Context: an optimization exercise on an open-source flow, tuned for small area and a short achievable clock period. The choices shown serve that exercise and are no tape-out recipe. Where RTL was checked, it was by simulation tests only, not by an equivalence proof against the original. No functional check of the RTL was part of run 5. Power and IR drop assume default switching activity.

==> flow/design.v <==
module fifo_or4 (input logic [3:0] d, input logic [3:0] s, output logic y);
    assign y = |(d & s);
endmodule
module fifo_nand2 (input logic a, b, output logic y);
    assign y = ~(a & b);
endmodule
module fifo_and2 (input logic a, b, output logic y);
    assign y = a & b;
endmodule
module fifo_nor2 (input logic a, b, output logic y);
    assign y = ~(a | b);
endmodule
module fifo_rdbit (
    input  logic [31:0] d,
    input  logic [31:0] s,
    output logic        y_n
    );
    logic [7:0]  l2;    
    logic [3:0]  l3;    
    logic [1:0]  l4;    
    for (genvar k = 0; k < 8; k++) begin : g_l2
        fifo_or4 u (.d(d[4*k +: 4]), .s(s[4*k +: 4]), .y(l2[k]));
    end
    for (genvar k = 0; k < 4; k++) begin : g_l3
        fifo_nor2 u (.a(l2[2*k]), .b(l2[2*k+1]), .y(l3[k]));
    end
    for (genvar k = 0; k < 2; k++) begin : g_l4
        fifo_nand2 u (.a(l3[2*k]), .b(l3[2*k+1]), .y(l4[k]));
    end
    fifo_nor2 u_l5 (.a(l4[0]), .b(l4[1]), .y(y_n));
endmodule
module fifo_generic #(
    parameter DataWidth = 32,
    parameter int unsigned FifoDepth = 32  
    ) (
    input logic                    clk,
    input logic                    i_rst,
    input logic                    i_read,
    input logic                    i_write,
    input logic  [DataWidth - 1:0] i_write_data,
    output logic [DataWidth - 1:0] o_read_data,
    output logic                   o_full,
    output logic                   o_empty
    );
    logic [DataWidth - 1:0] fifo_mem [0:FifoDepth - 1];
    localparam LoN = 4;
    localparam HiN = FifoDepth / LoN;
    logic [LoN - 1:0]       wr_lo;
    logic [HiN - 1:0]       wr_hi;
    logic [FifoDepth - 1:0] read_sel;
    logic [FifoDepth - 1:0] read_sel_b;
    logic [LoN - 1:0]       rd_lo;
    logic [HiN - 1:0]       rd_hi;
    logic not_empty, not_full, empty_b, full_b;
    logic read_en, write_en, read_en_b, write_en_b;
    assign read_en    = i_read  & not_empty;
    assign write_en   = i_write & not_full;
    assign read_en_b  = i_read  & ~empty_b;
    assign write_en_b = i_write & ~full_b;
    logic rw_lo_next, rw_hi_same, rw_hi_next;    
    logic wr_lo_next, wr_hi_same, wr_hi_next;    
    always_comb begin
        rw_lo_next = 1'b0;
        wr_lo_next = 1'b0;
        for (int k = 0; k < LoN; k++) begin
            rw_lo_next = rw_lo_next | (rd_lo[k] & wr_lo[(k + 1) % LoN]);
            wr_lo_next = wr_lo_next | (wr_lo[k] & rd_lo[(k + 1) % LoN]);
        end
        rw_hi_same = 1'b0;
        rw_hi_next = 1'b0;
        wr_hi_next = 1'b0;
        for (int j = 0; j < HiN; j++) begin
            rw_hi_same = rw_hi_same | (rd_hi[j] & wr_hi[j]);
            rw_hi_next = rw_hi_next | (rd_hi[j] & wr_hi[(j + 1) % HiN]);
            wr_hi_next = wr_hi_next | (wr_hi[j] & rd_hi[(j + 1) % HiN]);
        end
        wr_hi_same = rw_hi_same;
    end
    logic one_left, one_free;
    assign one_left = rw_lo_next & (rd_lo[LoN - 1] ? rw_hi_next : rw_hi_same);
    assign one_free = wr_lo_next & (wr_lo[LoN - 1] ? wr_hi_next : wr_hi_same);
    always_ff @(posedge clk) begin
        if (i_rst) begin
            wr_lo      <= {{(LoN - 1){1'b0}}, 1'b1};
            wr_hi      <= {{(HiN - 1){1'b0}}, 1'b1};
            rd_lo      <= {{(LoN - 1){1'b0}}, 1'b1};
            rd_hi      <= {{(HiN - 1){1'b0}}, 1'b1};
            read_sel   <= {{(FifoDepth - 1){1'b0}}, 1'b1};
            read_sel_b <= {{(FifoDepth - 1){1'b0}}, 1'b1};
            not_empty  <= 1'b0;
            not_full   <= 1'b1;
            o_empty    <= 1'b1;
            o_full     <= 1'b0;
            empty_b    <= 1'b1;
            full_b     <= 1'b0;
        end else begin
            if (write_en) begin
                wr_lo <= {wr_lo[LoN - 2:0], wr_lo[LoN - 1]};
                if (wr_lo[LoN - 1]) wr_hi <= {wr_hi[HiN - 2:0], wr_hi[HiN - 1]};
            end
            if (read_en) begin
                rd_lo <= {rd_lo[LoN - 2:0], rd_lo[LoN - 1]};
                if (rd_lo[LoN - 1]) rd_hi <= {rd_hi[HiN - 2:0], rd_hi[HiN - 1]};
                read_sel <= {read_sel[FifoDepth - 2:0], read_sel[FifoDepth - 1]};
            end
            if (read_en_b) read_sel_b <= {read_sel_b[FifoDepth - 2:0], read_sel_b[FifoDepth - 1]};
            if (write_en & ~read_en) begin
                not_empty <= 1'b1;
                o_empty   <= 1'b0;
                not_full  <= ~one_free;
                o_full    <= one_free;
            end else if (read_en & ~write_en) begin
                not_full  <= 1'b1;
                o_full    <= 1'b0;
                not_empty <= ~one_left;
                o_empty   <= one_left;
            end
            if (write_en_b & ~read_en_b) begin
                empty_b <= 1'b0;
                full_b  <= one_free;
            end else if (read_en_b & ~write_en_b) begin
                full_b  <= 1'b0;
                empty_b <= one_left;
            end
        end
    end
    logic [LoN - 1:0]       wlo_sel, wlo_hold_n;
    logic [FifoDepth - 1:0] wsel, wkeep;
    assign wlo_sel    = {LoN{i_write & ~full_b}} & wr_lo;
    assign wlo_hold_n = {LoN{i_write & not_full}} & wr_lo;
    for (genvar i = 0; i < FifoDepth; i++) begin : g_we
        fifo_and2  u_sel  (.a(wlo_sel[i % LoN]),    .b(wr_hi[i / LoN]), .y(wsel[i]));
        fifo_nand2 u_keep (.a(wlo_hold_n[i % LoN]), .b(wr_hi[i / LoN]), .y(wkeep[i]));
    end
    always_ff @(posedge clk) begin
        for (int i = 0; i < FifoDepth; i++) begin
            fifo_mem[i] <= (i_write_data & {DataWidth{wsel[i]}})
                         | (fifo_mem[i] & {DataWidth{wkeep[i]}});
        end
    end
    logic [DataWidth - 1:0] head_n;
    for (genvar b = 0; b < DataWidth; b++) begin : g_rd
        logic [FifoDepth - 1:0] col;
        for (genvar i = 0; i < FifoDepth; i++) begin : g_col
            assign col[i] = fifo_mem[i][b];
        end
        fifo_rdbit u_bit (.d(col), .s(b < DataWidth / 2 ? read_sel : read_sel_b), .y_n(head_n[b]));
    end
    logic read_keep;
    assign read_keep = ~i_read | empty_b;
    always_ff @(posedge clk) begin
        o_read_data <= (~head_n & {DataWidth{read_en}})
                     | (o_read_data & {DataWidth{read_keep}});
    end
endmodule
==> flow/flow/run.sh <==
#!/bin/bash
set -e
cp standard.sh standard.sh.txt
echo 'export BUFFER_PORTS_ARGS = -buffer_cell sky130_fd_sc_hd__buf_4' >> config.mk
bash standard.sh > standard.log 2>&1
==> flow/standard.sh <==
#!/bin/bash
# synth_recipe.tcl (not shown) runs the flow's synth.tcl, then flattens the netlist and writes it again
# the make line also repeats each setting of config.mk as NAME=value (left out here)
make -C /OpenROAD-flow-scripts/flow DESIGN_CONFIG=/design/flow/config.mk WORK_HOME=/design/flow/orfs CLKGATE_MAP_FILE= SYNTH_SCRIPT=/design/flow/synth_recipe.tcl "${@:-finish}"
==> flow/config.mk <==
export PLATFORM = sky130hd
export DESIGN_NAME = fifo_generic
export DESIGN_NICKNAME = fifo_generic
export VERILOG_FILES = /design/flow/design.v
export SDC_FILE = /design/flow/constraint.sdc
export NUM_CORES = 4
export LEC_CHECK = 0
export CAP_MARGIN = 20
export CORE_MARGIN = 2
export CORE_UTILIZATION = 50
export CTS_CLUSTER_DIAMETER = 80
export CTS_CLUSTER_SIZE = 25
export PLACE_DENSITY = 0.8
export SETUP_SLACK_MARGIN = 1.2
export SLEW_MARGIN = 20
export SYNTH_HIERARCHICAL = 1
export TNS_END_PERCENT = 20
export BUFFER_PORTS_ARGS = -buffer_cell sky130_fd_sc_hd__buf_4
==> flow/constraint.sdc <==
create_clock -name core_clock -period 2.8 [get_ports {clk}]
set_input_delay 0.5600 -clock core_clock [delete_from_list [all_inputs] [get_ports {clk}]]
set_output_delay 0.5600 -clock core_clock [all_outputs]
set_load 0.01 [all_outputs]
==> impl_metrics.json, run 1 <==
{
  "worst-slew-pin-transition_ns": 0.6170,
  "required_ns": 2.24,
  "drt_pre_antenna_iters": 6,
  "avgViaCountPerCell": 6.745,
  "grt_pass1_vias": 31250,
  "slowest_delay_ns": 0.41,
  "period_share_pct": 61.57,
  "critPathCaptureType": "output port",
  "htreeDepth": 2,
  "seq_area_frac_synth_pct": 56.22,
  "die_area_um2": 84210,
  "drv_slew": 0,
  "crit_chain": "buf_6",
  "die_w_um": 290.2,
  "syn-cell-area_um2": 40950,
  "n_antenna_cell": 0,
  "path_max_fanout": 2,
  "ys_types": 33,
  "synthAdderAreaFrac_pct": 0.06110,
  "cp.arrival_ns": 1.16,
  "drc": 0,
  "slew_headroom_pct": 58.87,
  "hold_end": "wr_lo[0]$_SDFFE_PP1P_",
  "cts_num_sinks": 1150,
  "status": "timing/DRC/antenna clean",
  "io_buffers": 69,
  "rows": 104,
  "path_clk_slew_ns": 0.10,
  "antenna_found_initial": 1,
  "cts_buffers": 52,
  "post-synth-top-count-cell": "dfxtp_1",
  "fmax_mhz": 580.1,
  "synth.top_cells.by_area": "dfxtp_1 (56%), a22o_1 (22%), a22oi_1 (9.5%)",
  "yosys.area.top_type": "dfxtp_1",
  "routedWlPerCell_um": 24.87,
  "r2r_end": "not_full$_SDFFE_PP1P_",
  "fin_crit_ns": 1.724,
  "layout-drive-gt1-share_pct": 8.705,
  "worstRegToRegCells": 4,
  "synth_top_cell_area_share_pct": 56.22,
  "synth_cells": 3931,
  "synth_ff_type": "dfxtp_1",
  "coreArea_um2": 80810,
  "power-per-cell-area_nw_per_um2": 633.1,
  "drtIter0Drc": 4367,
  "fillers": 6776,
  "crit_buf_inv": 1,
  "dieHeight_um": 290.2,
  "ys.warnings.count": 8,
  "rsz0062_at_grt": "yes",
  "synth_xor_xnor_area_share_pct": 0,
  "worst_slack_ns": 1.076,
  "grt_usage_pct": 27.70,
  "worstHoldPathType": "input port to flip-flop",
  "rr_startpoint": "wr_hi[4]$_SDFFE_PP0P_",
  "cts_buffer_depth": 3,
  "clock_latency_ns": 0.66,
  "grt_overflow": 0,
  "finClkSkew_ns": 0.02390,
  "critPathTopFamily": "flip-flops",
  "setup_viol": 0,
  "grt_pass1_wl_um": 187800,
  "async_flop_share_pct": 0,
  "final_hold_viol_count": 0,
  "synthTopCellsByCount": "dfxtp_1 (1,150), a22o_1 (1,026), nand2_1 (556)",
  "initial_utilization_pct": 50.68,
  "syn_to_final_growth_pct": 7.742,
  "clockRootBuffer": "clkbuf_16",
  "synthMuxAreaShare_pct": 0,
  "synth-compound-area-share_pct": 33.24,
  "synth_simple_gate_area_share_pct": 7.412,
  "setup_tns_ns": 0,
  "cpMaxStageDelayCell": "dfxtp_4",
  "gp_congestion": 0.8635,
  "synth_seq_cells": 1150,
  "ff2ff_setup_slack_ns": 1.11,
  "hpwl_um": 74380,
  "peakVddDrop_v": 0.0005062,
  "cap_violations": 0,
  "wl_um": 121800,
  "io_pins": 70,
  "dp_slack_ns": 0.6861,
  "ant_nets": 0,
  "grt_start_max_net_pins": 65,
  "synth-edff-count": 0,
  "start_kind": "flip-flop",
  "hp-start": "i_write",
  "cts_tree": "done",
  "synth_area_per_cell_um2": 10.42,
  "nNetsFinal": 3869,
  "leakagePower_nw": 17.64,
  "num_vias": 33030,
  "hold-path-cell-count": 3,
  "crit_type": "flip-flop to output port",
  "synth_nets": 3969,
  "synth_top_family_by_area": "compound AO/OA/AOI/OAI gates"
}
==> layer usage <==
metal / vias to the layer above / share of wire (%) / track usage [%]
met1: 16170 / 41 / 38.08
met4: 2 / 4.0 / 10.40
li1: 14620 / - / -
met3: 288 / 10 / 5.545
met2: 1948 / 45 / 43.06
met5: - / 0.0099 / 0
==> per-module statistics from Yosys (local to each module, per instance), a selection <==
| module | cells inside | area, um2 | copies in the design | flops+latches |
|---|---|---|---|---|
| fifo_generic | 2875 | 34990 | 1 | 1150 |
| fifo_nand2 | 1 | 3.754 | 96 | 0 |
| fifo_nor2 | 1 | 3.754 | 160 | 0 |
| fifo_or4 | 3 | 18.77 | 256 | 0 |
| fifo_and2 | 1 | 6.256 | 32 | 0 |
==> final cells by class <==
| class | instances | area [um2] | area share [%] |
|---|---|---|---|
| clock inverters | 4 | 42.54 | 0.09641 |
| multi-input cells | 2453 | 16820 | 38.13 |
| repair buffers | 167 | 1396 | 3.165 |
| inverters | 7 | 33.78 | 0.07656 |
| flip-flops and latches | 1150 | 23130 | 52.43 |
| well taps | 1060 | 1326 | 3.006 |
| clock buffers | 56 | 1368 | 3.099 |
==> report_power, final <==
part,internal (mW),switching (mW),leakage [nW]
Sequential,17.0,0.390,9.35
Combinational,0.768,1.18,7.60
Clock,3.50,5.09,0.695
Total,21.3,6.66,17.6
==> per-stage QoR <==
stage	std cells	cell area, um2	power [mW]	util (%)	hold WS [ns]
2_1_floorplan	3931	41100	18.75	-	0.4401
4_1_cts	4897	43970	27.93	54.41	0.2508
5_1_grt	4897	44120	28.74	54.60	0.3043
3_3_place_gp	4837	42380	19.58	52.44	0.4361
3_5_place_dp	4837	42380	19.63	52.44	0.4454
6_report	4897	44120	27.94	54.60	0.2915
==> logic make-up after synthesis <==
group / Yosys count
DFF: 1150
AOI/OAI and AO/OA: 1679
and+or+nand+nor: 772
buffers and inverters: 328
adders and majority gates: 2
==> worst max path at each step <==
stage | startpoint | to | cells past startpoint
2_1_floorplan | i_read | not_full$_SDFFE_PP1P_ | 8
3_3_place_gp | i_write | fifo_mem[30][10]$_DFF_P_ | 6
3_5_place_dp | i_write | fifo_mem[25][30]$_DFF_P_ | 6
4_1_cts | o_full$_SDFFE_PP0P_ | o_full | 1
5_1_grt | o_full$_SDFFE_PP0P_ | o_full | 1
6_report | o_full$_SDFFE_PP0P_ | o_full | 1
==> repair_timing <==
action | in CTS | in global routing
setup buffers | 0 | 0
endpoints found under the setup margin | 948 | 1036
resized for setup | 93 | 55
cloned | 0 | 0
hold buffers | 0 | 0
==> state kept, by name, summed over array words and instances (netlist names) <==
signal / count
o_empty: 1
read_sel_b: 32
read_sel: 32
o_read_data: 32
rd_hi: 8
full_b: 1
fifo_mem: 1024
not_empty: 1
empty_b: 1
not_full: 1
rd_lo: 4
o_full: 1
wr_hi: 8
wr_lo: 4
==> layout by cell type, fill, tap and decap left out, drive strengths merged <==
| cell | count |
|---|---|
| a41o | 1 |
| o31a | 1 |
| nand4 | 2 |
| o21ai | 32 |
| nand3b | 5 |
| inv | 9 |
| a22o | 1026 |
| and3 | 4 |
| clkbuf | 56 |
| and2 | 37 |
| nor2b | 2 |
| o211ai | 1 |
| ha | 2 |
| o32a | 1 |
| clkinv | 2 |
| a21boi | 1 |
| o31ai | 2 |
| nand3 | 1 |
| a21oi | 87 |
| dfxtp | 1150 |
| nor2 | 163 |
| a222oi | 2 |
| buf | 167 |
| nand2 | 556 |
| o41ai | 1 |
| o21bai | 1 |
| o32ai | 1 |
| nand2b | 2 |
| a221oi | 2 |
| a22oi | 520 |
==> inputs of run 2 (changes only) <==
--- a/flow/config.mk
+++ b/flow/config.mk
@@ -11,7 +11,7 @@
 export CTS_CLUSTER_DIAMETER = 80
 export CTS_CLUSTER_SIZE = 25
 export PLACE_DENSITY = 0.8
-export SETUP_SLACK_MARGIN = 1.2
+export SETUP_SLACK_MARGIN = 1.1
 export SLEW_MARGIN = 20
 export SYNTH_HIERARCHICAL = 1
 export TNS_END_PERCENT = 20
==> run 2 against run 1 <==
- still clean
- total power decreased by 0.46%
- via count decreased by 0.12%
- synthesized area unchanged
- fmax decreased by 1.8%
==> impl_metrics.json, run 2 <==
{
  "grt_usage_pct": 27.74,
  "worstHoldPathType": "input port to flip-flop",
  "antenna_found_initial": 1,
  "grt_overflow": 0,
  "rows": 104,
  "synthTopCellsByCount": "dfxtp_1 (1,150), a22o_1 (1,026), nand2_1 (556)",
  "setup.worst_path.start": "o_full$_SDFFE_PP0P_",
  "grt_pass1_vias": 31540,
  "setup_viol": 0,
  "grt_pass1_wl_um": 187900,
  "drc": 0,
  "clock_latency_ns": 0.65,
  "ys_types": 33,
  "post-synth-top-count-cell": "dfxtp_1",
  "endpoint": "o_full",
  "initial_utilization_pct": 50.68,
  "path_max_fanout": 2,
  "drv_slew": 0,
  "ant_nets": 0,
  "r2r_end": "o_read_data[14]$_DFF_P_",
  "cap_violations": 0,
  "clockRootBuffer": "clkbuf_16",
  "fmax_mhz": 569.5,
  "syn-cell-area_um2": 40950,
  "postCtsSetupBuffers": 0,
  "async_flop_share_pct": 0,
  "wl_um": 121900,
  "layout-drive-gt1-share_pct": 8.117,
  "hold_buffers": 0,
  "dieHeight_um": 290.2,
  "io_buffers": 69,
  "hpwl_um": 72580,
  "postCtsResizedCells": 60,
  "start_kind": "flip-flop",
  "status": "timing/DRC/antenna clean",
  "largest_register_ffs": 1024,
  "finClkSkew_ns": 0.02107,
  "slew_headroom_pct": 51.91,
  "worstRegToRegCells": 6,
  "cpMaxStageDelayCell": "dfxtp_2",
  "ff2ff_setup_slack_ns": 1.05,
  "crit_chain": "buf_4",
  "drtIter0Drc": 4409,
  "synth-edff-count": 0,
  "fin_crit_ns": 1.756,
  "coreArea_um2": 80810,
  "seq_area_frac_synth_pct": 56.22,
  "peakVddDrop_v": 0.0006298,
  "ys.warnings.count": 8,
  "final_hold_viol_count": 0,
  "htreeDepth": 2,
  "required_ns": 2.24,
  "gp_congestion": 0.8510,
  "synth_nets": 3969,
  "whs_ns": 0.3049,
  "synth_area_per_cell_um2": 10.42,
  "worst-slew-pin-transition_ns": 0.7204,
  "io_pins": 70,
  "grt_start_max_net_pins": 52,
  "path_clk_slew_ns": 0.10,
  "avgViaCountPerCell": 6.762,
  "die_w_um": 290.2,
  "synth_seq_cells": 1150,
  "num_vias": 32990,
  "cts_tree": "done",
  "cts_buffer_depth": 3,
  "final_common_cell": "dfxtp_1",
  "rsz0062_at_grt": "yes",
  "hold-path-cell-count": 3,
  "crit_type": "flip-flop to output port",
  "largest-register": "fifo_mem",
  "n_antenna_cell": 0,
  "cts_num_sinks": 1150,
  "period_share_pct": 62.71,
  "cts_buffers": 52,
  "cp.arrival_ns": 1.20,
  "dp_slack_ns": 0.5945,
  "power-per-cell-area_nw_per_um2": 633.0,
  "nNetsFinal": 3852,
  "critPathCaptureType": "output port",
  "drt_pre_antenna_iters": 6,
  "rr_startpoint": "read_sel[4]$_SDFFE_PP0P_",
  "synth.top_cells.by_area": "dfxtp_1 (56%), a22o_1 (22%), a22oi_1 (9.5%)",
  "crit_buf_inv": 1,
  "post-route-util_pct": 54.36,
  "final_cell_mix": "dfxtp_1 (1,081), a22o_1 (1,026), nand2_1 (555), a22oi_1 (516), nor2_1 (152)",
  "leakagePower_nw": 17.53,
  "synth_ff_type": "dfxtp_1",
  "setup_tns_ns": 0,
  "syn_to_final_growth_pct": 7.262,
  "die_area_um2": 84210,
  "worst_slack_ns": 1.044,
  "path_depth": 1,
  "routedWlPerCell_um": 24.99,
  "synth_top_cell_area_share_pct": 56.22,
  "yosys.area.top_type": "dfxtp_1",
  "synth_cells": 3931,
  "slowest_delay_ns": 0.40,
  "critPathTopFamily": "flip-flops"
}
-- run 2: cell types whose count changed in the layout (fill, tap and decap cells not counted), sizes merged --
cell | before | now
buf | 167 | 145
clkbuf | 56 | 59
clkinvlp | 0 | 1
-- run 2: area by class of cell --
class / count / area [um2]
Clock buffer: 54 / 1340
Clock inverter: 5 / 46.29
Fill cell: 6779 / 36880
Inverter: 7 / 33.78
Multi-Input combinational cell: 2453 / 16780
Sequential cell: 1150 / 23120
Tap cell: 1060 / 1326
Timing Repair Buffer: 150 / 1281
-- run 2: modules after synthesis, one instance, submodules excluded, a selection --
module        area, um2  times used  flops+latches
fifo_generic      34990           1           1150
fifo_nand2        3.754          96              0
fifo_and2         6.256          32              0
fifo_nor2         3.754         160              0
fifo_or4          18.77         256              0
-- run 2: worst min path at each step --
stage,start,end,slack (ns)
after floorplan,empty_b$_SDFFE_PP1P_,empty_b$_SDFFE_PP1P_,0.44
after global placement,o_read_data[21]$_DFF_P_,o_read_data[21]$_DFF_P_,0.44
after detailed placement,o_read_data[14]$_DFF_P_,o_read_data[14]$_DFF_P_,0.45
after CTS,i_write,wr_lo[0]$_SDFFE_PP1P_,0.29
after global routing,i_write,wr_lo[0]$_SDFFE_PP1P_,0.32
final,i_write,wr_lo[0]$_SDFFE_PP1P_,0.30
-- run 2: per-stage QoR --
| stage | cell area (um2) | instances | total power, mW |
|---|---|---|---|
| 6_report | 43930 | 4879 | 27.81 |
| 5_1_grt | 43930 | 4879 | 28.57 |
| 4_1_cts | 43790 | 4879 | 27.78 |
| 3_5_place_dp | 42250 | 4820 | 19.58 |
| 3_3_place_gp | 42250 | 4820 | 19.52 |
| 2_1_floorplan | 41030 | 3931 | 18.75 |
-- run 2: kinds of logic after synthesis --
logic type	share of synthesized area [%]
adder cells (fa/ha/maj)	0.06109
flip-flops	56.22
AND/OR/NAND/NOR	7.412
AO/OA/AOI/OAI	33.24
buffers and inverters	3.067
-- run 2: report_power, final --
group,internal (mW),switching (mW),total [mW]
Combinational,0.760,1.12,1.88
Sequential,17.0,0.398,17.4
Clock,3.45,5.07,8.52
Total,21.2,6.59,27.8
-- run 2: routing by layer --
metal	routed length, um	GRT usage, %	vias to the layer above
li1	-	-	14580
met1	50190	38.64	16150
met2	53540	42.41	1986
met3	12700	4.764	277
met4	5480	12.11	2
met5	10	0	-
==> inputs of run 3 (changes only) <==
--- a/flow/config.mk
+++ b/flow/config.mk
@@ -10,8 +10,8 @@
 export CORE_UTILIZATION = 50
 export CTS_CLUSTER_DIAMETER = 80
 export CTS_CLUSTER_SIZE = 25
-export PLACE_DENSITY = 0.8
-export SETUP_SLACK_MARGIN = 1.1
+export PLACE_DENSITY = 0.65
+export SETUP_SLACK_MARGIN = 1.2
 export SLEW_MARGIN = 20
 export SYNTH_HIERARCHICAL = 1
 export TNS_END_PERCENT = 20
==> run 3 against run 2 <==
- combinational power about the same
- register-to-register slack better by 0.04 ns
- core utilization up 0.56 points
- clock skew down 0.0045 ns
==> impl_metrics.json, run 3 <==
{
  "status": "timing/DRC/antenna clean",
  "dp_slack_ns": 0.5450,
  "final_cell_area_um2": 44380,
  "critPathCaptureType": "output port",
  "largest_register_ffs": 1024,
  "ys_types": 33,
  "p_comb_share_pct": 6.8,
  "final_common_cell": "dfxtp_1",
  "n_antenna_cell": 0,
  "coreArea_um2": 80810,
  "gp_congestion": 0.8122,
  "wl_um": 129500,
  "hp-start": "i_rst",
  "hold_end": "read_sel[31]$_SDFFE_PP0P_",
  "critPathTopFamily": "flip-flops",
  "setup_viol": 0,
  "cts_tree": "done",
  "grt_pass1_vias": 30140,
  "dpl_cell_area_um2": 42480,
  "start_kind": "flip-flop",
  "switching_share_pct": 23.90,
  "drv_slew": 0,
  "drc": 0,
  "initial_utilization_pct": 50.68,
  "grt_usage_pct": 29.36,
  "synthTopCellsByCount": "dfxtp_1 (1,150), a22o_1 (1,026), nand2_1 (556)",
  "ff2ff_setup_slack_ns": 1.09,
  "leakagePower_nw": 17.73,
  "yosys.area.top_type": "dfxtp_1",
  "cts_buffers": 53,
  "avgViaCountPerCell": 6.621,
  "fin_crit_ns": 1.715,
  "grt_start_max_net_pins": 53,
  "peakVddDrop_v": 0.0004327,
  "rows": 104,
  "power-per-cell-area_nw_per_um2": 632.5,
  "slowest_delay_ns": 0.37,
  "cap_violations": 0,
  "synth_ff_type": "dfxtp_1",
  "required_ns": 2.24,
  "crit_chain": "buf_4",
  "nNetsFinal": 3872,
  "die_w_um": 290.2,
  "num_vias": 32490,
  "final_hold_viol_count": 0,
  "final_cell_mix": "dfxtp_1 (1,077), a22o_1 (1,026), nand2_1 (549), a22oi_1 (517), nor2_1 (145)",
  "io_pins": 70,
  "power_frac_seq_pct": 62.0,
  "cts_num_sinks": 1150,
  "drtIter0Drc": 3916,
  "worst-slew-pin-transition_ns": 0.5967,
  "seq_area_frac_synth_pct": 56.22,
  "path_max_fanout": 2,
  "die_area_um2": 84210,
  "synth_nets": 3969,
  "r2r_end": "not_full$_SDFFE_PP1P_",
  "grt_pass1_wl_um": 194300,
  "slew_headroom_pct": 60.22,
  "async_flop_share_pct": 0,
  "synth_area_per_cell_um2": 10.42,
  "cts_buffer_depth": 3,
  "clock_latency_ns": 0.65,
  "cpMaxStageDelayCell": "dfxtp_1",
  "finClkSkew_ns": 0.01654,
  "layout-drive-gt1-share_pct": 9.358,
  "rr_startpoint": "wr_hi[4]$_SDFFE_PP0P_",
  "largest-register": "fifo_mem",
  "fmax_mhz": 582.9,
  "period_share_pct": 61.27,
  "antenna_found_initial": 0,
  "synth_cells": 3931,
  "clockRootBuffer": "clkbuf_16",
  "cp.arrival_ns": 1.16,
  "synth.top_cells.by_area": "dfxtp_1 (56%), a22o_1 (22%), a22oi_1 (9.5%)",
  "grt_overflow": 0,
  "post-synth-top-count-cell": "dfxtp_1",
  "worst_slack_ns": 1.085,
  "path_clk_slew_ns": 0.10,
  "dieHeight_um": 290.2,
  "io_buffers": 69,
  "syn-cell-area_um2": 40950,
  "crit_type": "flip-flop to output port",
  "drt_pre_antenna_iters": 6,
  "rsz0062_at_grt": "yes",
  "syn_to_final_growth_pct": 8.374,
  "clockPowerShare_pct": 31.3,
  "ant_nets": 0,
  "htreeDepth": 2,
  "hold-path-cell-count": 2,
  "worstHoldPathType": "input port to flip-flop",
  "routedWlPerCell_um": 26.40,
  "setup_tns_ns": 0,
  "synth_top_cell_area_share_pct": 56.22,
  "crit_buf_inv": 1,
  "synth-edff-count": 0,
  "synth_seq_cells": 1150,
  "p_switching_mw": 6.708,
  "intPower_mw": 21.36,
  "worstRegToRegCells": 4,
  "ys.warnings.count": 8,
  "hold_buffers": 0,
  "hpwl_um": 75950
}
run 3: cell count changes in the layout (fill, tap and decap cells not counted), moves of 7 or more:
cell / before / now
dfxtp_4: 3 / 21
buf_12: 3 / 15
and2_4: 1 / 9
dfxtp_2: 66 / 52
buf_6: 23 / 13
nor2_1: 152 / 145
and2_1: 34 / 25
buf_4: 119 / 134
run 3: worst max-delay path by stage:
stage / from / to / slack, ns / cells past startpoint
final: o_read_data[31]$_DFF_P_ / o_read_data[31] / 1.08 / 1
after global placement: i_write / fifo_mem[2][5]$_DFF_P_ / 0.61 / 6
after global routing: o_read_data[20]$_DFF_P_ / o_read_data[20] / 1.05 / 1
after floorplan: i_read / not_full$_SDFFE_PP1P_ / 0.96 / 8
after CTS: o_full$_SDFFE_PP0P_ / o_full / 1.07 / 1
after detailed placement: i_write / fifo_mem[2][10]$_DFF_P_ / 0.54 / 6
run 3: Yosys stat by module (local to each module, per instance), a selection:
module        cell area (um2)  flip-flops and latches  cells inside  copies in the design
fifo_nand2              3.754                       0             1                    96
fifo_nor2               3.754                       0             1                   160
fifo_or4                18.77                       0             3                   256
fifo_and2               6.256                       0             1                    32
fifo_generic            34990                    1150          2875                     1
run 3: through the flow:
stage / util (%) / hold slack (ns) / total power, mW / std cells
6_report: 54.92 / 0.3210 / 28.07 / 4907
5_1_grt: 54.92 / 0.3181 / 28.95 / 4907
4_1_cts: 54.60 / 0.2945 / 28.18 / 4905
3_5_place_dp: 52.57 / 0.4437 / 19.61 / 4837
3_3_place_gp: 52.57 / 0.4373 / 19.58 / 4837
2_1_floorplan: - / 0.4401 / 18.75 / 3931
run 3: kinds of logic after synthesis:
family          after synthesis  synth area share [%]
flops                      1150                 56.22
fa+ha+maj                     2               0.06109
buf+inv                     328                 3.067
simple gates                772                 7.412
compound gates             1679                 33.24
run 3: area by class of cell:
cell class / instances / area [um2]
Clock buffer: 62 / 1410
Clock inverter: 6 / 48.80
Fill cell: 7063 / 36420
Inverter: 7 / 33.78
Multi-Input combinational cell: 2455 / 16870
Sequential cell: 1150 / 23170
Tap cell: 1060 / 1326
Timing Repair Buffer: 167 / 1528
run 3: layer usage:
metal / global-route usage, % / wire length (um) / up-vias
li1: - / - / 14660
met1: 44.43 / 59310 / 16190
met4: 7.203 / 2790 / 0
met2: 43.92 / 56870 / 1480
met3: 4.153 / 10570 / 161
met5: 0 / 0 / -
run 3: power groups by stage:
stage	Sequential, mW	Combinational, mW	Clock, mW
4_1_cts	17.4	1.86	8.92
5_1_grt	17.5	2.02	9.46
3_5_place_dp	17.8	1.86	0
6_report	17.4	1.90	8.78
3_3_place_gp	17.8	1.82	0
2_1_floorplan	17.7	1.02	0
run 3: repair_timing:
item                                     CTS  global route
gates resized for setup                   90           100
hold endpoints to repair                   0             0
endpoints found under the setup margin  1087          1083
cloned                                     0             2
buffers inserted                           0             0
==> inputs of run 4 (changes only) <==
--- a/flow/config.mk
+++ b/flow/config.mk
@@ -8,10 +8,10 @@
 export CAP_MARGIN = 20
 export CORE_MARGIN = 2
 export CORE_UTILIZATION = 50
-export CTS_CLUSTER_DIAMETER = 80
-export CTS_CLUSTER_SIZE = 25
-export PLACE_DENSITY = 0.65
-export SETUP_SLACK_MARGIN = 1.2
+export CTS_CLUSTER_DIAMETER = 90
+export CTS_CLUSTER_SIZE = 30
+export PLACE_DENSITY = 0.8
+export SETUP_SLACK_MARGIN = 1.1
 export SLEW_MARGIN = 20
 export SYNTH_HIERARCHICAL = 1
 export TNS_END_PERCENT = 20
==> run 4 against run 3 <==
- flip-flop and latch count is the same
- clock power fell by 11%
- synthesized area unchanged
- critical endpoint is now o_full
==> impl_metrics.json, run 4 <==
{
  "finClkSkew_ns": 0.02894,
  "cap_violations": 0,
  "ys_types": 33,
  "syn-cell-area_um2": 40950,
  "critPathCaptureType": "output port",
  "rsz0062_at_grt": "yes",
  "synth.top_cells.by_area": "dfxtp_1 (56%), a22o_1 (22%), a22oi_1 (9.5%)",
  "crit_buf_inv": 1,
  "drt_pre_antenna_iters": 6,
  "synth_seq_cells": 1150,
  "drtIter0Drc": 4275,
  "power-per-cell-area_nw_per_um2": 621.2,
  "io_buffers": 69,
  "synth_top_family_by_area": "compound AO/OA/AOI/OAI gates",
  "synth_area_per_cell_um2": 10.42,
  "fin_crit_ns": 1.738,
  "slew_headroom_pct": 49.25,
  "fmax_mhz": 575.3,
  "synth_nets": 3969,
  "synth-compound-area-share_pct": 33.24,
  "ys.warnings.count": 8,
  "die_area_um2": 84210,
  "synthTopCellsByCount": "dfxtp_1 (1,150), a22o_1 (1,026), nand2_1 (556)",
  "final_cell_mix": "dfxtp_1 (1,084), a22o_1 (1,026), nand2_1 (554), a22oi_1 (518), nor2_1 (155)",
  "htreeDepth": 2,
  "crit_chain": "buf_4",
  "synthMuxAreaShare_pct": 0,
  "seq_area_frac_synth_pct": 56.22,
  "final_hold_viol_count": 0,
  "die_w_um": 290.2,
  "routedWlPerCell_um": 24.92,
  "syn_to_final_growth_pct": 6.608,
  "peakVddDrop_v": 0.0004384,
  "post-synth-top-count-cell": "dfxtp_1",
  "initial_utilization_pct": 50.68,
  "slowest_delay_ns": 0.40,
  "grt_start_max_net_pins": 52,
  "hold_buffers": 0,
  "async_flop_share_pct": 0,
  "synthAdderAreaFrac_pct": 0.06110,
  "path_max_fanout": 2,
  "seq_area_um2": 23110,
  "clockRootBuffer": "clkbuf_16",
  "nNetsFinal": 3844,
  "synth-edff-count": 0,
  "period_share_pct": 62.08,
  "critPathTopFamily": "flip-flops",
  "final_common_cell": "dfxtp_1",
  "synth_cells": 3931,
  "p_comb_share_pct": 6.9,
  "dieHeight_um": 290.2,
  "synth_xor_xnor_area_share_pct": 0,
  "leakagePower_nw": 17.41,
  "path_clk_slew_ns": 0.11,
  "largest_register_ffs": 1024,
  "cts_buffer_depth": 3,
  "cpMaxStageDelayCell": "dfxtp_2",
  "synth_ff_type": "dfxtp_1",
  "cts_tree": "done",
  "cp.arrival_ns": 1.18,
  "cts_num_sinks": 1150,
  "worstHoldPathType": "input port to flip-flop",
  "grt_pass1_vias": 31210,
  "placed_cells": 4820,
  "num_vias": 32880,
  "grt_overflow": 0,
  "fillers": 6853,
  "yosys.area.top_type": "dfxtp_1",
  "drc": 0,
  "required_ns": 2.24,
  "wl_um": 121300,
  "layout.cells.non_filler": 4867,
  "setup_tns_ns": 0,
  "ant_nets": 0,
  "drv_slew": 0,
  "clockPowerShare_pct": 28.9,
  "setup_viol": 0,
  "grt_pass1_wl_um": 186800,
  "rows": 104,
  "antenna_found_initial": 1,
  "power_frac_seq_pct": 64.2,
  "switching_share_pct": 23.68,
  "grt_usage_pct": 27.61,
  "cts_buffers": 44,
  "hpwl_um": 72580,
  "io_pins": 70,
  "intPower_mw": 20.70,
  "crit_type": "flip-flop to output port",
  "p_switching_mw": 6.423,
  "multiInputGateArea_um2": 16770,
  "clock_latency_ns": 0.63,
  "avgViaCountPerCell": 6.755,
  "p_total_mw": 27.12,
  "start_kind": "flip-flop",
  "synth_top_cell_area_share_pct": 56.22,
  "gp_congestion": 0.8510,
  "synth_simple_gate_area_share_pct": 7.412,
  "largest-register": "fifo_mem",
  "layout-drive-gt1-share_pct": 7.646,
  "status": "timing/DRC/antenna clean",
  "worst-slew-pin-transition_ns": 0.7602,
  "coreArea_um2": 80810
}
run 4: through the flow:
stage	utilization, %	worst slack, ns	hold slack (ns)	area (um2)
after floorplan	-	0.9609	0.4391	41030
after global placement	52.29	0.6621	0.4392	42250
after detailed placement	52.29	0.5945	0.4469	42250
after CTS	53.89	1.035	0.3519	43550
after global routing	54.03	1.013	0.3275	43660
final	54.03	1.062	0.3251	43660
run 4: cell type report:
type                            count  area share, %
Antenna cell                        1       0.005732
Clock buffer                       45          2.579
Clock inverter                      1        0.04585
Inverter                            7        0.07738
Multi-Input combinational cell   2453          38.41
Sequential cell                  1150          52.93
Tap cell                         1060          3.038
Timing Repair Buffer              150          2.912
run 4: logic make-up (layout without fill, tap and decap cells):
group / Yosys count / in the layout
AO/OA/AOI/OAI: 1679 / 1679
flip-flops: 1150 / 1150
AND/OR/NAND/NOR: 772 / 772
buffers and inverters: 328 / 203
adder cells (fa/ha/maj): 2 / 2
other: 0 / 1
run 4: final timing paths:
check,from,endpoint,slack (ns),cells after the start
min reg2reg,o_read_data[19]$_DFF_P_,o_read_data[19]$_DFF_P_,0.47,2
max,o_full$_SDFFE_PP0P_,o_full,1.06,1
max reg2reg,read_sel[4]$_SDFFE_PP0P_,o_read_data[14]$_DFF_P_,1.11,6
min,i_write,wr_lo[0]$_SDFFE_PP1P_,0.33,3
run 4: Yosys stat by module, one instance, submodules excluded, excerpt:
module	area, um2	flip-flops and latches	times used
fifo_or4	18.77	0	256
fifo_generic	34990	1150	1
fifo_nor2	3.754	0	160
fifo_nand2	3.754	0	96
fifo_and2	6.256	0	32
run 4: per-layer routing:
metal  vias to the layer above  track usage, %  wire [um]
li1                      14560               -          -
met1                     16200           38.72      51020
met2                      1823           42.25      53250
met3                       286           4.428      11660
met4                         0           11.79       5366
met5                         -               0          0
run 4: what timing repair did:
item | in CTS | in global routing
buffers inserted | 0 | 0
resized for setup | 66 | 54
pin swaps | 0 | 0
setup endpoints to repair | 953 | 939
run 4: power groups by stage:
stage	clock network [mW]	logic, mW	registers (mW)
6_report	7.84	1.87	17.4
4_1_cts	7.87	1.84	17.4
3_3_place_gp	0	1.78	17.7
3_5_place_dp	0	1.83	17.8
2_1_floorplan	0	1.02	17.7
5_1_grt	8.41	2.00	17.5
==> inputs of run 5 (changes only) <==
--- a/flow/design.v
+++ b/flow/design.v
@@ -104,6 +104,8 @@
                 read_sel <= {read_sel[FifoDepth - 2:0], read_sel[FifoDepth - 1]};
             end
             if (read_en_b) read_sel_b <= {read_sel_b[FifoDepth - 2:0], read_sel_b[FifoDepth - 1]};
+            o_empty <= ~not_empty;
+            o_full  <= ~not_full;
             if (write_en & ~read_en) begin
                 not_empty <= 1'b1;
                 o_empty   <= 1'b0;
==> flow/flow/run.sh (replaced) <==
#!/bin/bash
set -e
echo 'export BUFFER_PORTS_ARGS = -buffer_cell sky130_fd_sc_hd__buf_4' >> config.mk
bash standard.sh > standard.log 2>&1
==> run 5 against run 4 <==
- still clean on timing, DRC and antenna
- via count is 0.34% higher
- non-clock buffer count is 2 lower
- flip-flop and latch count stayed put
- global-route usage up 0.56 points
- clock-buffer cell count unchanged
- final cell count hardly changed
- sequential share of layout area is 0.17 points lower
- synthesized area hardly changed
- core utilization grew 0.26 points
- cell area increased by 0.47%
- largest cell class unchanged
==> impl_metrics.json, run 5 <==
{
  "status": "timing/DRC/antenna clean",
  "setup_tns_ns": 0,
  "synth_cells": 3935,
  "rows": 104,
  "fillers": 6855,
  "syn_to_final_growth_pct": 7.076,
  "seq_area_frac_synth_pct": 56.20,
  "synthTopCellsByCount": "dfxtp_1 (1,150), a22o_1 (1,028), nand2_1 (559)",
  "fmax_mhz": 582.3,
  "crit_type": "flip-flop to output port",
  "final_cell_mix": "dfxtp_1 (1,077), a22o_1 (1,028), nand2_1 (551), a22oi_1 (518), nor2_1 (157)",
  "synth_area_per_cell_um2": 10.41,
  "slew_headroom_pct": 38.12,
  "wl_um": 123900,
  "synth_nets": 3974,
  "start_kind": "flip-flop",
  "die_w_um": 290.2,
  "final_cell_area_um2": 43870,
  "clockRootBuffer": "clkbuf_16",
  "yosys.area.top_type": "dfxtp_1",
  "synth_top_cell_area_share_pct": 56.20,
  "cts_num_sinks": 1150,
  "num_vias": 32990,
  "synth_top_family_by_area": "compound AO/OA/AOI/OAI gates",
  "placed_cells": 4822,
  "synth_xor_xnor_area_share_pct": 0,
  "final_hold_viol_count": 0,
  "io_buffers": 69,
  "cts_buffer_depth": 3,
  "layout.cells.non_filler": 4871,
  "period_share_pct": 61.33,
  "io_pins": 70,
  "async_flop_share_pct": 0,
  "path_max_fanout": 2,
  "grt_overflow": 0,
  "whs_ns": 0.3311,
  "synth_simple_gate_area_share_pct": 7.452,
  "n_antenna_cell": 0,
  "cts_buffers": 44,
  "routedWlPerCell_um": 25.43,
  "initial_utilization_pct": 50.70,
  "largest_register_ffs": 1024,
  "crit_chain": "buf_4",
  "power-per-cell-area_nw_per_um2": 620.3,
  "clock_latency_ns": 0.64,
  "largest-register": "fifo_mem",
  "worst-slew-pin-transition_ns": 0.9282,
  "gp_congestion": 0.9000,
  "cp.arrival_ns": 1.16,
  "peakVddDrop_v": 0.0004663,
  "fin_crit_ns": 1.717,
  "ys.warnings.count": 8,
  "worstHoldPathType": "input port to flip-flop",
  "synthAdderAreaFrac_pct": 0.09163,
  "avgViaCountPerCell": 6.773,
  "synth_seq_cells": 1150,
  "leakagePower_nw": 17.52,
  "drt_pre_antenna_iters": 6,
  "nNetsFinal": 3848,
  "die_area_um2": 84240,
  "grt_pass1_wl_um": 188900,
  "critPathCaptureType": "output port",
  "finClkSkew_ns": 0.01971,
  "hold_buffers": 0,
  "syn-cell-area_um2": 40970,
  "slowest_delay_ns": 0.39,
  "synthMuxAreaShare_pct": 0,
  "critPathTopFamily": "flip-flops",
  "grt_pass1_vias": 30900,
  "final_common_cell": "dfxtp_1",
  "synth_ff_type": "dfxtp_1",
  "coreArea_um2": 80810,
  "hpwl_um": 72820,
  "post-synth-top-count-cell": "dfxtp_1",
  "synth-edff-count": 0,
  "drc": 0,
  "crit_buf_inv": 1,
  "synth-compound-area-share_pct": 33.22,
  "drtIter0Drc": 4348,
  "post-route-util_pct": 54.28,
  "grt_usage_pct": 28.17,
  "htreeDepth": 2,
  "ant_nets": 0,
  "antenna_found_initial": 0,
  "dpl_cell_area_um2": 42380,
  "rsz0062_at_grt": "yes",
  "drv_slew": 0,
  "synth.top_cells.by_area": "dfxtp_1 (56%), a22o_1 (22%), a22oi_1 (9.5%)",
  "dieHeight_um": 290.2,
  "layout-drive-gt1-share_pct": 7.977,
  "grt_start_max_net_pins": 69,
  "setup_viol": 0,
  "ys_types": 31,
  "cpMaxStageDelayCell": "dfxtp_2",
  "path_clk_slew_ns": 0.11,
  "required_ns": 2.24,
  "cap_violations": 0,
  "cts_tree": "done"
}
-- run 5: final cells by class --
cell class	count	area, um2	area share, %
Multi-Input combinational cell	2458	16780	38.26
Clock buffer	45	1126	2.567
Timing Repair inverter	1	5.005	0.01141
Tap cell	1060	1326	3.023
Timing Repair Buffer	148	1405	3.203
Inverter	6	27.53	0.06275
Sequential cell	1150	23140	52.76
Clock inverter	3	50.05	0.1141
-- run 5: modules after synthesis (local to each module, per instance), a selection --
| module | copies in the design | cells inside |
|---|---|---|
| fifo_or4 | 256 | 3 |
| fifo_and2 | 32 | 1 |
| fifo_nand2 | 96 | 1 |
| fifo_generic | 1 | 2879 |
| fifo_nor2 | 160 | 1 |
-- run 5: path summary, 6_finish.rpt --
check | startpoint | endpoint | slack (ns) | cells past startpoint
max | o_read_data[15]$_DFF_P_ | o_read_data[15] | 1.08 | 1
min | i_write | wr_lo[0]$_SDFFE_PP1P_ | 0.33 | 4
max reg2reg | read_sel[17]$_SDFFE_PP0P_ | o_read_data[8]$_DFF_P_ | 1.10 | 6
min reg2reg | o_read_data[12]$_DFF_P_ | o_read_data[12]$_DFF_P_ | 0.46 | 2
-- run 5: through the flow --
stage                     setup slack, ns  total power [mW]
final                               1.083             27.21
after global routing                1.029             28.01
after CTS                           1.032             27.21
after detailed placement           0.5756             19.56
after global placement             0.6129             19.50
after floorplan                     1.022             18.73
-- run 5: repair_timing --
action | CTS | global route
buffers inserted | 0 | 0
endpoints found under the hold margin | 0 | 0
gates cloned | 0 | 1
pin swaps | 0 | 1
endpoints found under the setup margin | 906 | 986
gates resized for setup | 82 | 65
-- run 5: kinds of logic (layout without fill, tap and decap cells) --
kind of cell	count (synthesis)	count (layout)
compound gates	1677	1677
buf+inv	327	203
flops	1150	1150
fa+ha+maj	3	3
simple gates	778	778
-- run 5: routing by layer --
metal	track usage, %	part of all wire (%)	vias to the layer above
met5	0	0	-
met4	12.82	4.5	0
met3	4.917	11	268
met2	43.29	45	2011
met1	38.79	40	16140
li1	-	-	14570
-- run 5: power by group --
group | switching (mW) | internal, mW | total [mW]
clock network | 4.93 | 3.02 | 7.96
registers | 0.399 | 17.0 | 17.4
logic | 1.10 | 0.753 | 1.85
total | 6.43 | 20.8 | 27.2
==> inputs of run 6 (changes only) <==
--- a/flow/design.v
+++ b/flow/design.v
@@ -104,8 +104,6 @@
                 read_sel <= {read_sel[FifoDepth - 2:0], read_sel[FifoDepth - 1]};
             end
             if (read_en_b) read_sel_b <= {read_sel_b[FifoDepth - 2:0], read_sel_b[FifoDepth - 1]};
-            o_empty <= ~not_empty;
-            o_full  <= ~not_full;
             if (write_en & ~read_en) begin
                 not_empty <= 1'b1;
                 o_empty   <= 1'b0;
==> run 6 against run 5 <==
- still clean
- critical endpoint is now o_full
- worst setup slack lost 0.021 ns
- clock skew grew 0.0092 ns
- cell area is 0.47% lower
- sequential share of layout area up 0.17 points
- combinational power is essentially flat
- non-clock buffer count grew 2
- flip-flop and latch count unchanged
- wire length shrank 2.1%
- core utilization fell by 0.26 points
==> impl_metrics.json, run 6 <==
{
  "peakVddDrop_v": 0.0004384,
  "met1_usage_pct": 38.72,
  "clockPowerShare_pct": 28.9,
  "ys.warnings.count": 8,
  "syn-cell-area_um2": 40950,
  "grtUsageMet3_pct": 4.428,
  "die_w_um": 290.2,
  "coreArea_um2": 80810,
  "crit_type": "flip-flop to output port",
  "syn_to_final_growth_pct": 6.608,
  "synth_ff_type": "dfxtp_1",
  "initial_utilization_pct": 50.68,
  "critPathTopFamily": "flip-flops",
  "ff2ff_setup_slack_ns": 1.11,
  "leakagePower_nw": 17.41,
  "fmax_mhz": 575.3,
  "power-per-cell-area_nw_per_um2": 621.2,
  "multiInputGateArea_um2": 16770,
  "period_share_pct": 62.08,
  "async_flop_share_pct": 0,
  "dp_slack_ns": 0.5945,
  "fillers": 6853,
  "ys_types": 33,
  "layout-drive-gt1-share_pct": 7.646,
  "crit_buf_inv": 1,
  "grtUsageMet2_pct": 42.25,
  "p_comb_share_pct": 6.9,
  "grt_pass1_wl_um": 186800,
  "p_switching_mw": 6.423,
  "wl_um": 121300,
  "setup_viol": 0,
  "synth-edff-count": 0,
  "seq_area_frac_synth_pct": 56.22,
  "antenna_found_initial": 1,
  "cap_violations": 0,
  "slew_headroom_pct": 49.25,
  "grt_usage_pct": 27.61,
  "synth_top_cell_area_share_pct": 56.22,
  "synth_cells": 3931,
  "worst-slew-pin-transition_ns": 0.7602,
  "crit_chain": "buf_4",
  "required_ns": 2.24,
  "setup_tns_ns": 0,
  "worstHoldPathType": "input port to flip-flop",
  "drc": 0,
  "final_hold_viol_count": 0,
  "drt_pre_antenna_iters": 6,
  "io_buffers": 69,
  "intPower_mw": 20.70,
  "synth_nets": 3969,
  "gp_congestion": 0.8510,
  "ant_nets": 0,
  "final_common_cell": "dfxtp_1",
  "grt_start_max_net_pins": 52,
  "nNetsFinal": 3844,
  "fin_crit_ns": 1.738,
  "synth.top_cells.by_area": "dfxtp_1 (56%), a22o_1 (22%), a22oi_1 (9.5%)",
  "synth_area_per_cell_um2": 10.42,
  "grt_pass1_vias": 31210,
  "cts_num_sinks": 1150,
  "io_pins": 70,
  "avgViaCountPerCell": 6.755,
  "switching_share_pct": 23.68,
  "htreeDepth": 2,
  "grt_overflow": 0,
  "die_area_um2": 84210,
  "finClkSkew_ns": 0.02894,
  "drtIter0Drc": 4275,
  "power_frac_seq_pct": 64.2,
  "cpMaxStageDelayCell": "dfxtp_2",
  "final_cell_mix": "dfxtp_1 (1,084), a22o_1 (1,026), nand2_1 (554), a22oi_1 (518), nor2_1 (155)",
  "cts_buffer_depth": 3,
  "grt_busiest_layer": "met2",
  "path_max_fanout": 2,
  "cts_tree": "done",
  "seq_area_um2": 23110,
  "slowest_delay_ns": 0.40,
  "cp.arrival_ns": 1.18,
  "drv_slew": 0,
  "clockRootBuffer": "clkbuf_16",
  "postCtsSetupBuffers": 0,
  "critPathCaptureType": "output port",
  "clock_latency_ns": 0.63,
  "start_kind": "flip-flop",
  "hpwl_um": 72580,
  "synth_seq_cells": 1150,
  "rsz0062_at_grt": "yes",
  "dieHeight_um": 290.2,
  "path_clk_slew_ns": 0.11,
  "cts_buffers": 44,
  "synthTopCellsByCount": "dfxtp_1 (1,150), a22o_1 (1,026), nand2_1 (556)",
  "rows": 104,
  "post-synth-top-count-cell": "dfxtp_1",
  "routedWlPerCell_um": 24.92,
  "hold_buffers": 0,
  "worst_slack_ns": 1.062,
  "num_vias": 32880,
  "yosys.area.top_type": "dfxtp_1",
  "status": "timing/DRC/antenna clean",
  "whs_ns": 0.3251,
  "largest_register_ffs": 1024,
  "largest-register": "fifo_mem"
}
==> run 6: logic make-up (layout without fill, tap and decap cells) <==
group                    after synthesis  count (layout)  share of synthesized area, %
AO/OA/AOI/OAI                       1679            1679                         33.24
adder cells (fa/ha/maj)                2               2                       0.06109
buffers and inverters                328             203                         3.067
flip-flops                          1150            1150                         56.22
other                                  0               1                             0
AND/OR/NAND/NOR                      772             772                         7.412
==> run 6: repair_timing <==
item / 4_1_cts / 5_1_grt
gates cloned: 0 / 0
gates resized for setup: 66 / 54
endpoints found under the setup margin: 953 / 939
==> run 6: worst min-delay path, cell delays in order <==
cell and delay (ns):
buf_4 0.12, nand3_4 0.16, nand2_1 0.09
==> run 6: per-module statistics from Yosys (local to each module, per instance), a selection <==
module	copies in the design	cell area (um2)
fifo_nand2	96	3.754
fifo_nor2	160	3.754
fifo_generic	1	34990
fifo_or4	256	18.77
fifo_and2	32	6.256
==> run 6: layout make-up <==
cell class / instances / share of cell area (%)
multi-input cells: 2453 / 38.41
repair buffers: 150 / 2.912
flip-flops and latches: 1150 / 52.93
inverters: 7 / 0.07738
well taps: 1060 / 3.038
diodes: 1 / 0.005732
clock inverters: 1 / 0.04585
clock buffers: 45 / 2.579
==> run 6: power by group through the flow <==
stage	clock [mW]	sequential, mW	combinational [mW]
floorplan	0	17.7	1.02
global placement	0	17.7	1.78
detailed placement	0	17.8	1.83
CTS	7.87	17.4	1.84
global route	8.41	17.5	2.00
finish	7.84	17.4	1.87
==> run 6: path summary, 6_finish.rpt <==
check / cells past startpoint / to / start
worst min-delay path: 3 / wr_lo[0]$_SDFFE_PP1P_ / i_write
worst max register to register: 6 / o_read_data[14]$_DFF_P_ / read_sel[4]$_SDFFE_PP0P_
worst max-delay path: 1 / o_full / o_full$_SDFFE_PP0P_
worst min register to register: 2 / o_read_data[19]$_DFF_P_ / o_read_data[19]$_DFF_P_
==> run 6: per-stage QoR <==
stage,instance area (um2),utilization (%),std cells,power (mW)
after global placement,42250,52.29,4820,19.52
after global routing,43660,54.03,4866,27.89
after detailed placement,42250,52.29,4820,19.58
after CTS,43550,53.89,4866,27.10
after floorplan,41030,-,3931,18.75
final,43660,54.03,4867,27.12
==> run 6: layer usage <==
| layer | up-vias | wire, um |
|---|---|---|
| met5 | - | 0 |
| met4 | 0 | 5366 |
| met3 | 286 | 11660 |
| met2 | 1823 | 53250 |
| met1 | 16200 | 51020 |
| li1 | 14560 | - |
==> inputs of run 7 (changes only) <==
--- a/flow/config.mk
+++ b/flow/config.mk
@@ -10,7 +10,7 @@
 export CORE_UTILIZATION = 50
 export CTS_CLUSTER_DIAMETER = 90
 export CTS_CLUSTER_SIZE = 30
-export PLACE_DENSITY = 0.8
+export PLACE_DENSITY = 0.9
 export SETUP_SLACK_MARGIN = 1.1
 export SLEW_MARGIN = 20
 export SYNTH_HIERARCHICAL = 1
==> run 7 against run 6 <==
- fmax shrank 0.35%
- wire length grew 0.57%
- worst setup slack lost 0.0060 ns
- total power grew 0.15%
- synthesized area is the same
- die area is the same
- flip-flop and latch count is the same
- still clean on timing, DRC and antenna
- sequential share of layout area shrank 0.11 points
- critical path type is now flip-flop to flip-flop
- critical endpoint is now fifo_mem[26][3]$_DFF_P_
- via count grew 2.6%
==> impl_metrics.json, run 7 <==
{
  "synth.top_cells.by_area": "dfxtp_1 (56%), a22o_1 (22%), a22oi_1 (9.5%)",
  "worst_slack_ns": 1.056,
  "grt_pass1_vias": 31990,
  "synth-compound-area-share_pct": 33.24,
  "synthTopCellsByCount": "dfxtp_1 (1,150), a22o_1 (1,026), nand2_1 (556)",
  "final_cell_mix": "dfxtp_1 (1,083), a22o_1 (1,026), nand2_1 (554), a22oi_1 (516), nor2_1 (147)",
  "ys_types": 33,
  "antenna_found_initial": 2,
  "synth_ff_type": "dfxtp_1",
  "cap_violations": 0,
  "grt_usage_pct": 27.42,
  "drtIter0Drc": 4874,
  "clock_latency_ns": 0.63,
  "avgViaCountPerCell": 6.917,
  "post-synth-top-count-cell": "dfxtp_1",
  "synthAdderAreaFrac_pct": 0.06110,
  "initial_utilization_pct": 50.68,
  "worst-slew-pin-transition_ns": 0.5414,
  "cts_num_sinks": 1150,
  "rsz0062_at_grt": "yes",
  "critPathCaptureType": "flip-flop",
  "peakVddDrop_v": 0.0004605,
  "path_max_fanout": 32,
  "ys.warnings.count": 8,
  "grtUsageMet2_pct": 42.43,
  "rows": 104,
  "power-per-cell-area_nw_per_um2": 620.5,
  "layout-drive-gt1-share_pct": 8.229,
  "grt_start_max_net_pins": 53,
  "required_ns": 3.37,
  "synth-edff-count": 0,
  "num_vias": 33730,
  "grt_pass1_wl_um": 186600,
  "period_share_pct": 62.29,
  "nNetsFinal": 3853,
  "io_pins": 70,
  "cts_tree": "done",
  "slew_headroom_pct": 63.90,
  "dp_slack_ns": 0.5595,
  "drt_pre_antenna_iters": 8,
  "synth_cells": 3931,
  "clockRootBuffer": "clkbuf_16",
  "start_kind": "flip-flop",
  "htreeDepth": 2,
  "synthMuxAreaShare_pct": 0,
  "fmax_mhz": 573.3,
  "grtUsageMet3_pct": 5.078,
  "async_flop_share_pct": 0,
  "ant_nets": 0,
  "routedWlPerCell_um": 25.02,
  "wl_um": 122000,
  "seq_area_frac_synth_pct": 56.22,
  "path_clk_slew_ns": 0.11,
  "io_buffers": 69,
  "finClkSkew_ns": 0.02496,
  "die_w_um": 290.2,
  "largest-register": "fifo_mem",
  "dieHeight_um": 290.2,
  "synth_simple_gate_area_share_pct": 7.412,
  "n_antenna_cell": 0,
  "met1_usage_pct": 36.99,
  "synth_seq_cells": 1150,
  "yosys.area.top_type": "dfxtp_1",
  "worstHoldPathType": "input port to flip-flop",
  "synth_xor_xnor_area_share_pct": 0,
  "syn-cell-area_um2": 40950,
  "grt_overflow": 0,
  "hpwl_um": 73290,
  "synth_area_per_cell_um2": 10.42,
  "final_hold_viol_count": 0,
  "cts_buffers": 44,
  "final_common_cell": "dfxtp_1",
  "status": "timing/DRC/antenna clean",
  "grt_busiest_layer": "met2",
  "cp.arrival_ns": 2.32,
  "p_total_mw": 27.16,
  "crit_type": "flip-flop to flip-flop",
  "setup_tns_ns": 0,
  "synth_nets": 3969,
  "setup_viol": 0,
  "synth_top_cell_area_share_pct": 56.22,
  "drv_slew": 0,
  "largest_register_ffs": 1024,
  "cts_buffer_depth": 3,
  "leakagePower_nw": 17.47,
  "coreArea_um2": 80810,
  "syn_to_final_growth_pct": 6.890,
  "fin_crit_ns": 1.744,
  "gp_congestion": 0.8774,
  "synth_top_family_by_area": "compound AO/OA/AOI/OAI gates",
  "die_area_um2": 84210,
  "fillers": 6557,
  "drc": 0
}
-- run 7: power breakdown --
| part | switching (mW) | leakage [nW] | internal [mW] |
|---|---|---|---|
| Sequential | 0.406 | 9.35 | 17.0 |
| Combinational | 1.15 | 7.56 | 0.766 |
| Clock | 4.88 | 0.572 | 2.96 |
| Total | 6.43 | 17.5 | 20.7 |
-- run 7: modules after synthesis (local to each module, per instance), a selection --
| module | cells | flops+latches | times used | area [um2] |
|---|---|---|---|---|
| fifo_or4 | 3 | 0 | 256 | 18.77 |
| fifo_generic | 2875 | 1150 | 1 | 34990 |
| fifo_nor2 | 1 | 0 | 160 | 3.754 |
| fifo_nand2 | 1 | 0 | 96 | 3.754 |
| fifo_and2 | 1 | 0 | 32 | 6.256 |
-- run 7: cell families after synthesis --
group,Yosys count
adders and majority gates,2
DFF,1150
and+or+nand+nor,772
AOI/OAI and AO/OA,1679
buffers and inverters,328
-- run 7: path summary, 6_finish.rpt --
| check | startpoint | end | slack [ns] | cells past startpoint |
|---|---|---|---|---|
| setup reg to reg | full_b$_SDFFE_PP0P_ | fifo_mem[26][3]$_DFF_P_ | 1.06 | 5 |
| hold reg to reg | o_read_data[12]$_DFF_P_ | o_read_data[12]$_DFF_P_ | 0.47 | 2 |
| hold / removal | i_write | wr_lo[0]$_SDFFE_PP1P_ | 0.32 | 3 |
| setup / recovery | full_b$_SDFFE_PP0P_ | fifo_mem[26][3]$_DFF_P_ | 1.06 | 5 |
-- run 7: critical path, stage by stage (launching register included) --
cell and delay, ns:
dfxtp_1 0.34, nor2b_2 0.24, and2_2 0.31, and2_1 0.15, buf_4 0.40, a22o_1 0.23
-- run 7: repair_timing --
action	in CTS	in global routing
buffers inserted	0	0
gates resized for setup	44	85
hold buffers	0	0
endpoints found under the setup margin	1005	775
-- run 7: final cells by class --
cell class | count | area (um2) | area share [%]
Sequential cell | 1150 | 23120 | 52.82
Multi-Input combinational cell | 2453 | 16810 | 38.40
Tap cell | 1060 | 1326 | 3.030
Timing Repair Buffer | 159 | 1323 | 3.021
Clock buffer | 46 | 1140 | 2.604
Inverter | 7 | 33.78 | 0.07717
Clock inverter | 1 | 20.02 | 0.04573
-- run 7: routing by layer --
metal | vias to the layer above | wire, um
li1 | 14570 | -
met4 | 4 | 6013
met5 | - | 23
met1 | 16390 | 47540
met3 | 394 | 13850
met2 | 2365 | 54560
-- run 7: through the flow --
| step | hold slack [ns] | cell area [um2] | cells | utilization [%] |
|---|---|---|---|---|
| after floorplan | 0.4391 | 41030 | 3931 | - |
| after global placement | 0.4382 | 42340 | 4829 | 52.40 |
| after detailed placement | 0.4462 | 42340 | 4829 | 52.40 |
| after CTS | 0.3124 | 43610 | 4876 | 53.97 |
| after global routing | 0.3289 | 43770 | 4876 | 54.17 |
| final | 0.3228 | 43770 | 4876 | 54.17 |
==> inputs of run 8 (changes only) <==
--- a/flow/config.mk
+++ b/flow/config.mk
@@ -10,9 +10,9 @@
 export CORE_UTILIZATION = 50
 export CTS_CLUSTER_DIAMETER = 90
 export CTS_CLUSTER_SIZE = 30
-export PLACE_DENSITY = 0.9
-export SETUP_SLACK_MARGIN = 1.1
+export PLACE_DENSITY = 0.8
+export SETUP_SLACK_MARGIN = 1.3
 export SLEW_MARGIN = 20
 export SYNTH_HIERARCHICAL = 1
-export TNS_END_PERCENT = 20
+export TNS_END_PERCENT = 5
 export BUFFER_PORTS_ARGS = -buffer_cell sky130_fd_sc_hd__buf_4
==> run 8 against run 7 <==
- fmax up 0.13%
- via count shrank 1.9%
- largest cell class unchanged
- flip-flop and latch count unchanged
- final cell count is 0.10% higher
- non-clock buffer count grew 3
- critical endpoint is now o_full
- total power rose by 0.80%
- critical path depth is 4 lower
- critical path type is now flip-flop to output port
- cell area grew 0.91%
- clock power up 1%
- synthesized cell count stayed put
- die area did not move
==> impl_metrics.json, run 8 <==
{
  "status": "timing/DRC/antenna clean",
  "clockRootBuffer": "clkbuf_16",
  "ys_types": 33,
  "rows": 104,
  "grt_pass1_wl_um": 186900,
  "critPathCaptureType": "output port",
  "yosys.area.top_type": "dfxtp_1",
  "htreeDepth": 2,
  "final_common_cell": "dfxtp_1",
  "required_ns": 2.24,
  "drtIter0Drc": 4308,
  "synth_top_cell_area_share_pct": 56.22,
  "post-synth-top-count-cell": "dfxtp_1",
  "hold_buffers": 0,
  "peakVddDrop_v": 0.0004915,
  "critPathTopFamily": "flip-flops",
  "path_clk_slew_ns": 0.12,
  "period_share_pct": 62.21,
  "cts_tree": "done",
  "avgViaCountPerCell": 6.778,
  "path_max_fanout": 2,
  "layout-drive-gt1-share_pct": 9.893,
  "drt_pre_antenna_iters": 6,
  "dieHeight_um": 290.2,
  "final_hold_viol_count": 0,
  "cts_num_sinks": 1150,
  "coreArea_um2": 80810,
  "start_kind": "flip-flop",
  "grt_start_max_net_pins": 60,
  "syn_to_final_growth_pct": 7.861,
  "async_flop_share_pct": 0,
  "synth_top_family_by_area": "compound AO/OA/AOI/OAI gates",
  "hpwl_um": 73570,
  "antenna_found_initial": 1,
  "final_cell_area_um2": 44170,
  "synth_area_per_cell_um2": 10.42,
  "synth.top_cells.by_area": "dfxtp_1 (56%), a22o_1 (22%), a22oi_1 (9.5%)",
  "clock_latency_ns": 0.65,
  "cp.arrival_ns": 1.18,
  "setup_viol": 0,
  "largest-register": "fifo_mem",
  "drc": 0,
  "synthTopCellsByCount": "dfxtp_1 (1,150), a22o_1 (1,026), nand2_1 (556)",
  "die_w_um": 290.2,
  "fin_crit_ns": 1.742,
  "synth-edff-count": 0,
  "drv_slew": 0,
  "final_cell_mix": "dfxtp_1 (1,080), a22o_1 (1,026), nand2_1 (536), a22oi_1 (509), buf_4 (133)",
  "slew_headroom_pct": 61.22,
  "cap_violations": 0,
  "n_antenna_cell": 0,
  "crit_type": "flip-flop to output port",
  "synth_nets": 3969,
  "grt_overflow": 0,
  "initial_utilization_pct": 50.68,
  "die_area_um2": 84210,
  "synthMuxAreaShare_pct": 0,
  "cts_buffer_depth": 3,
  "grt_usage_pct": 27.55,
  "worst-slew-pin-transition_ns": 0.5817,
  "wl_um": 121800,
  "crit_buf_inv": 1,
  "routedWlPerCell_um": 24.96,
  "gp_congestion": 0.8713,
  "synth_seq_cells": 1150,
  "seq_area_frac_synth_pct": 56.22,
  "worstHoldPathType": "input port to flip-flop",
  "synth_ff_type": "dfxtp_1",
  "dpl_cell_area_um2": 42330,
  "io_buffers": 69,
  "grt_pass1_vias": 31150,
  "rsz0062_at_grt": "yes",
  "slowest_delay_ns": 0.41,
  "io_pins": 70,
  "largest_register_ffs": 1024,
  "num_vias": 33090,
  "ant_nets": 0,
  "synth_xor_xnor_area_share_pct": 0,
  "fmax_mhz": 574.0,
  "crit_chain": "buf_6",
  "cpMaxStageDelayCell": "dfxtp_4",
  "nNetsFinal": 3856,
  "setup_tns_ns": 0,
  "power-per-cell-area_nw_per_um2": 619.9,
  "leakagePower_nw": 17.59,
  "ys.warnings.count": 8,
  "p_total_mw": 27.38,
  "synth-compound-area-share_pct": 33.24,
  "finClkSkew_ns": 0.03277,
  "synth_cells": 3931,
  "synthAdderAreaFrac_pct": 0.06110,
  "syn-cell-area_um2": 40950,
  "cts_buffers": 44,
  "synth_simple_gate_area_share_pct": 7.412
}
-- run 8: stage by stage --
step / setup WS (ns) / hold WS, ns / utilization (%) / std cells
after detailed placement: 0.7555 / 0.4435 / 52.39 / 4826
after CTS: 1.059 / 0.3574 / 54.43 / 4878
after global placement: 0.8304 / 0.4367 / 52.39 / 4826
after floorplan: 0.9609 / 0.4401 / - / 3931
final: 1.058 / 0.3940 / 54.66 / 4881
after global routing: 1.056 / 0.3872 / 54.66 / 4881
-- run 8: Yosys stat by module (local to each module, per instance), a selection --
module | times used | flip-flops and latches | cells inside | area (um2)
fifo_and2 | 32 | 0 | 1 | 6.256
fifo_generic | 1 | 1150 | 2875 | 34990
fifo_or4 | 256 | 0 | 3 | 18.77
fifo_nor2 | 160 | 0 | 1 | 3.754
fifo_nand2 | 96 | 0 | 1 | 3.754
-- run 8: final timing paths --
path                                                end  cells past startpoint  slack, ns                      from
worst max-delay path                             o_full                      1       1.06       o_full$_SDFFE_PP0P_
worst min-delay path              wr_lo[2]$_SDFFE_PP0P_                      2       0.39                     i_rst
worst min register to register  o_read_data[18]$_DFF_P_                      2       0.46   o_read_data[18]$_DFF_P_
worst max register to register   o_read_data[8]$_DFF_P_                      7       1.11  read_sel[0]$_SDFFE_PP1P_
-- run 8: what timing repair did --
item,in CTS,in global routing
setup endpoints to repair,1050,1135
gates resized for setup,186,51
setup buffers,3,2
pin swaps,13,1
gates cloned,0,1
-- run 8: report_power, final --
part,internal [mW],switching (mW),leakage [nW]
combinational,0.820,1.22,7.66
clock,2.95,4.99,0.577
sequential,17.0,0.402,9.35
-- run 8: cell families after synthesis --
family                   after synthesis
AO/OA/AOI/OAI                       1679
flip-flops                          1150
buffers and inverters                328
adder cells (fa/ha/maj)                2
AND/OR/NAND/NOR                      772
-- run 8: metal layers --
metal | vias up | GRT usage [%] | wire length (um)
met3 | 246 | 4.428 | 12360
met4 | 2 | 9.261 | 3959
met1 | 16290 | 38.77 | 50360
li1 | 14600 | - | -
met2 | 1951 | 43.10 | 55120
met5 | - | 0 | 12
-- run 8: final cells by class --
cell class / count / area, um2
clock inverters: 4 / 42.54
flip-flops and latches: 1150 / 23160
multi-input cells: 2453 / 17070
repair buffers: 162 / 1411
inverters: 7 / 33.78
well taps: 1060 / 1326
clock buffers: 45 / 1126
fillers: 6812 / 36640

Re-timed with assumed drivers on the ports (clkbuf_16 on the clock, buf_2 on other inputs), run 8 has 0.989 ns of setup slack against 1.058 ns with ideal ports, and 0.621 ns once port delays also move by the mid clock arrival of 0.707 ns.
